This is an optimization exercise on Yosys and OpenROAD, whose aim is small area, a short achievable clock period and few clock cycles per item, not a production implementation.
Where RTL was checked, it was by simulation tests only, not by an equivalence proof against the original.
No activity file was given, so power comes from the tool's default toggle rates.

== P ==
==> flow/design.v <==
module xillybus_wrapper (
    input         ap_clk,
    input         ap_rst,
    input  [31:0] in_r_dout,
    input         in_r_empty_n,
    output        in_r_read,
    output [31:0] out_r_din,
    input         out_r_full_n,
    output        out_r_write
);
    localparam K = 6;
    function [1:0] step3(input [1:0] m, input b);
        case ({m, b})
            3'b000: step3 = 2'd0;
            3'b001: step3 = 2'd1;
            3'b010: step3 = 2'd2;
            3'b011: step3 = 2'd0;
            3'b100: step3 = 2'd1;
            3'b101: step3 = 2'd2;
            default: step3 = 2'bxx;
        endcase
    endfunction
    wire [7:0] R = in_r_dout[23:16];
    wire [7:0] G = in_r_dout[15:8];
    wire [7:0] B = in_r_dout[7:0];
    wire [9:0] sum = R + G + B;
    reg [1:0] mt [K:10];
    reg [7:K] qt;
    integer i;
    always @* begin
        mt[10] = 2'd0;
        for (i = 9; i >= K; i = i - 1) mt[i] = step3(mt[i+1], sum[i]);
        for (i = K; i < 8; i = i + 1) qt[i] = mt[i+1][1] | (mt[i+1][0] & sum[i]);
    end
    reg          vld;
    reg  [7:K]   qh;      
    reg  [1:0]   mh;      
    reg  [K-1:0] sl;      
    wire ready = ~vld | out_r_full_n;
    assign in_r_read   = in_r_empty_n & ready;
    assign out_r_write = vld & out_r_full_n;
    always @(posedge ap_clk) begin
        if (ap_rst) vld <= 1'b0;
        else if (ready) vld <= in_r_empty_n;
        if (ready) begin
            qh <= qt;
            mh <= mt[K];
            sl <= sum[K-1:0];
        end
    end
    reg [1:0] m [0:K];
    reg [K-1:0] ql;
    always @* begin
        m[K] = mh;
        for (i = K - 1; i >= 0; i = i - 1) m[i] = step3(m[i+1], sl[i]);
        for (i = 0; i < K; i = i + 1) ql[i] = m[i+1][1] | (m[i+1][0] & sl[i]);
    end
    assign out_r_din = {24'd0, qh, ql};
endmodule
clock: 7.0 ns
lec_check: 0
abc_area: 1
cap_margin: 20
core_area: 2.3 2.72 58.42 59.84
die_area: 0 0 60.5 62.2
setup_slack_margin: 3.5
slew_margin: 20
standard.sh (not shown) runs the stock make flow with config.mk's settings and CLKGATE_MAP_FILE= SYNTH_SCRIPT=/design/flow/synth_recipe.tcl, a recipe that flattens the netlist after the stock synthesis.
==> flow/flow/run.sh <==
#!/bin/bash
# Standard ORFS layout with two changes: every port buffer starts as a
# sky130_fd_sc_hd__buf_1 (the resizer may still resize it), and the constant
# outputs share the one tie cell synthesis made instead of one tie cell each.
set -euo pipefail
bash standard.sh SKIP_REPAIR_TIE_FANOUT=1 \
  "BUFFER_PORTS_ARGS=-buffer_cell sky130_fd_sc_hd__buf_1" finish > standard_flow.log 2>&1
P completed end to end with timing, DRC and antenna clean.
Testbench counts of P, summed over its fixed seeds: cycles 8,008, items 8,000.
Input-level comparison between Q and P:
--- a/flow/design.v
+++ b/flow/design.v
@@ -17,19 +17,38 @@
             3'b011: step3 = 2'd0;
             3'b100: step3 = 2'd1;
             3'b101: step3 = 2'd2;
             default: step3 = 2'bxx;
         endcase
     endfunction
+    integer i;
     wire [7:0] R = in_r_dout[23:16];
     wire [7:0] G = in_r_dout[15:8];
     wire [7:0] B = in_r_dout[7:0];
-    wire [9:0] sum = R + G + B;
+    wire [7:0] a = R ^ G ^ B;
+    wire [7:0] c = (R & G) | (R & B) | (G & B);
+    wire [8:1] x = {1'b0, a[7:1]};
+    wire [8:1] y = c[7:0];
+    wire [8:1] p = x ^ y;
+    reg  [9:1] cy;         
+    reg        t;
+    integer j, k;
+    always @* begin
+        cy[1] = 1'b0;
+        for (j = 1; j <= 8; j = j + 1) begin
+            cy[j+1] = 1'b0;
+            for (k = 1; k <= j; k = k + 1) begin
+                t = 1'b1;
+                for (i = j; i > k; i = i - 1) t = t & p[i];
+                cy[j+1] = cy[j+1] | (t & x[k] & y[k]);
+            end
+        end
+    end
+    wire [9:0] sum = {cy[9], p ^ cy[8:1], a[0]};
     reg [1:0] mt [K:10];
     reg [7:K] qt;
-    integer i;
     always @* begin
         mt[10] = 2'd0;
         for (i = 9; i >= K; i = i - 1) mt[i] = step3(mt[i+1], sum[i]);
         for (i = K; i < 8; i = i + 1) qt[i] = mt[i+1][1] | (mt[i+1][0] & sum[i]);
     end
     reg          vld;
Results
- The worst hold slack of Q was inferior to that of P.
- On overall power of the completed layout, Q does worse than P.
- Utilization after layout ends up higher on Q.
- Multi-input combinational cell count, Q vs P: up by a few percent
- | setup slack | Q vs P | worse |
- Non-clock buffer count in the final layout was higher in the run labelled Q.
For Q, only the layout was checked, not whether the RTL still works.

========
before:
Starts from the design.v that is shown in full above.
Settings: LEC_CHECK=0, ABC_AREA=1, CAP_MARGIN=20, CORE_AREA=2.3 2.72 61.64 61.2, DIE_AREA=0 0 64 64, SETUP_SLACK_MARGIN=3.3, SLEW_MARGIN=20; clock period 7.0 ns.
Scripts as last shown in full above: flow/flow/run.sh
Testbench counts of before, summed over its fixed seeds: cycles 8,008, items 8,000.
diff inputs: before => after
==> flow/design.v <==
module xillybus_wrapper (
    input         ap_clk,
    input         ap_rst,
    input  [31:0] in_r_dout,
    input         in_r_empty_n,
    output        in_r_read,
    output [31:0] out_r_din,
    input         out_r_full_n,
    output        out_r_write
);
    localparam K = 7;
    function [1:0] step3(input [1:0] m, input b);
        case ({m, b})
            3'b000: step3 = 2'd0;
            3'b001: step3 = 2'd1;
            3'b010: step3 = 2'd2;
            3'b011: step3 = 2'd0;
            3'b100: step3 = 2'd1;
            3'b101: step3 = 2'd2;
            default: step3 = 2'bxx;
        endcase
    endfunction
    function [9-K:0] divtop(input [9-K:0] x);
        reg [1:0] m;
        reg [7:K] q;
        integer j;
        begin
            m = 2'd0;
            for (j = 9 - K; j >= 0; j = j - 1) begin
                if (j + K <= 7) q[j + K] = m[1] | (m[0] & x[j]);
                m = step3(m, x[j]);
            end
            divtop = {q, m};
        end
    endfunction
    wire [7:0] R = in_r_dout[23:16];
    wire [7:0] G = in_r_dout[15:8];
    wire [7:0] B = in_r_dout[7:0];
    wire [7:0] a = R ^ G ^ B;
    wire [7:0] c = (R & G) | (R & B) | (G & B);
    wire [K:0]   lo = {1'b0, a[K-1:0]} + {1'b0, c[K-2:0], 1'b0};
    wire [9-K:0] hi0 = {2'b00, a[7:K]} + {1'b0, c[7:K-1]};
    wire [9-K:0] hi1 = {2'b00, a[7:K]} + {1'b0, c[7:K-1]} + 1'b1;
    wire [9-K:0] d0 = divtop(hi0);
    wire [9-K:0] d1 = divtop(hi1);
    wire [9-K:0] dt = lo[K] ? d1 : d0;
    reg          vld;
    reg  [7:K]   qh;      
    reg  [1:0]   mh;      
    reg  [K-1:0] sl;      
    wire ready = ~vld | out_r_full_n;
    assign in_r_read   = in_r_empty_n & ready;
    assign out_r_write = vld & out_r_full_n;
    always @(posedge ap_clk) begin
        if (ap_rst) vld <= 1'b0;
        else if (ready) vld <= in_r_empty_n;
        if (ready) begin
            qh <= dt[9-K:2];
            mh <= dt[1:0];
            sl <= lo[K-1:0];
        end
    end
    reg [1:0] m [0:K];
    reg [K-1:0] ql;
    integer i;
    always @* begin
        m[K] = mh;
        for (i = K - 1; i >= 0; i = i - 1) m[i] = step3(m[i+1], sl[i]);
        for (i = 0; i < K; i = i + 1) ql[i] = m[i+1][1] | (m[i+1][0] & sl[i]);
    end
    assign out_r_din = {24'd0, qh, ql};
endmodule
Compared to before, after has met1 track demand over resource 0.38 points higher.
Looking at fmax, after sits above before.
Synthesized cell count, after vs before: down by a few percent
Looking at the reports, after completed the entire flow and the layout it produced met the timing, design-rule and antenna checks.
In the reports for before and after, the smaller highest cell delay on the worst timing path belongs to before.
When after is measured against before, its final critical-path required period turns out 0.018 ns lower.
Function not checked in after: the RTL went through the layout flow alone.

==> afterwards: timing with drivers on the ports <==
In the flow no input, the clock included, has a driving cell. The finished layouts below were timed again as built, in two steps.
Step 1 assumes that a clkbuf_16 drives the clock port and a buf_2 every other input.
Step 2 also shifts input and output timing later by t, the mid clock arrival at the registers, as if the neighbouring blocks saw the same clock.
Slacks: no drivers / after step 1 / after step 2; pairs: no drivers / after step 1.
| run | t, ns | setup WS [ns] | latest minus earliest clock arrival (ns) | worst slew at a driven data input, ns |
|---|---|---|---|---|
| P | 0.282 | 3.697 / 3.694 / 3.412 | 0.001 / 0.002 | 0.03 |
| Q | 0.278 | 3.549 / 3.547 / 3.270 | 0.005 / 0.005 | 0.03 |
| before | 0.277 | 3.541 / 3.541 / 3.264 | 0.003 / 0.002 | 0.03 |
| after | 0.274 | 3.559 / 3.559 / 3.285 | 0.000 / 0.000 | 0.03 |
After both steps every run listed still meets setup and hold. The setup slack of P, which loses most, moves by -0.003 ns with the drivers and by -0.285 ns with both steps.
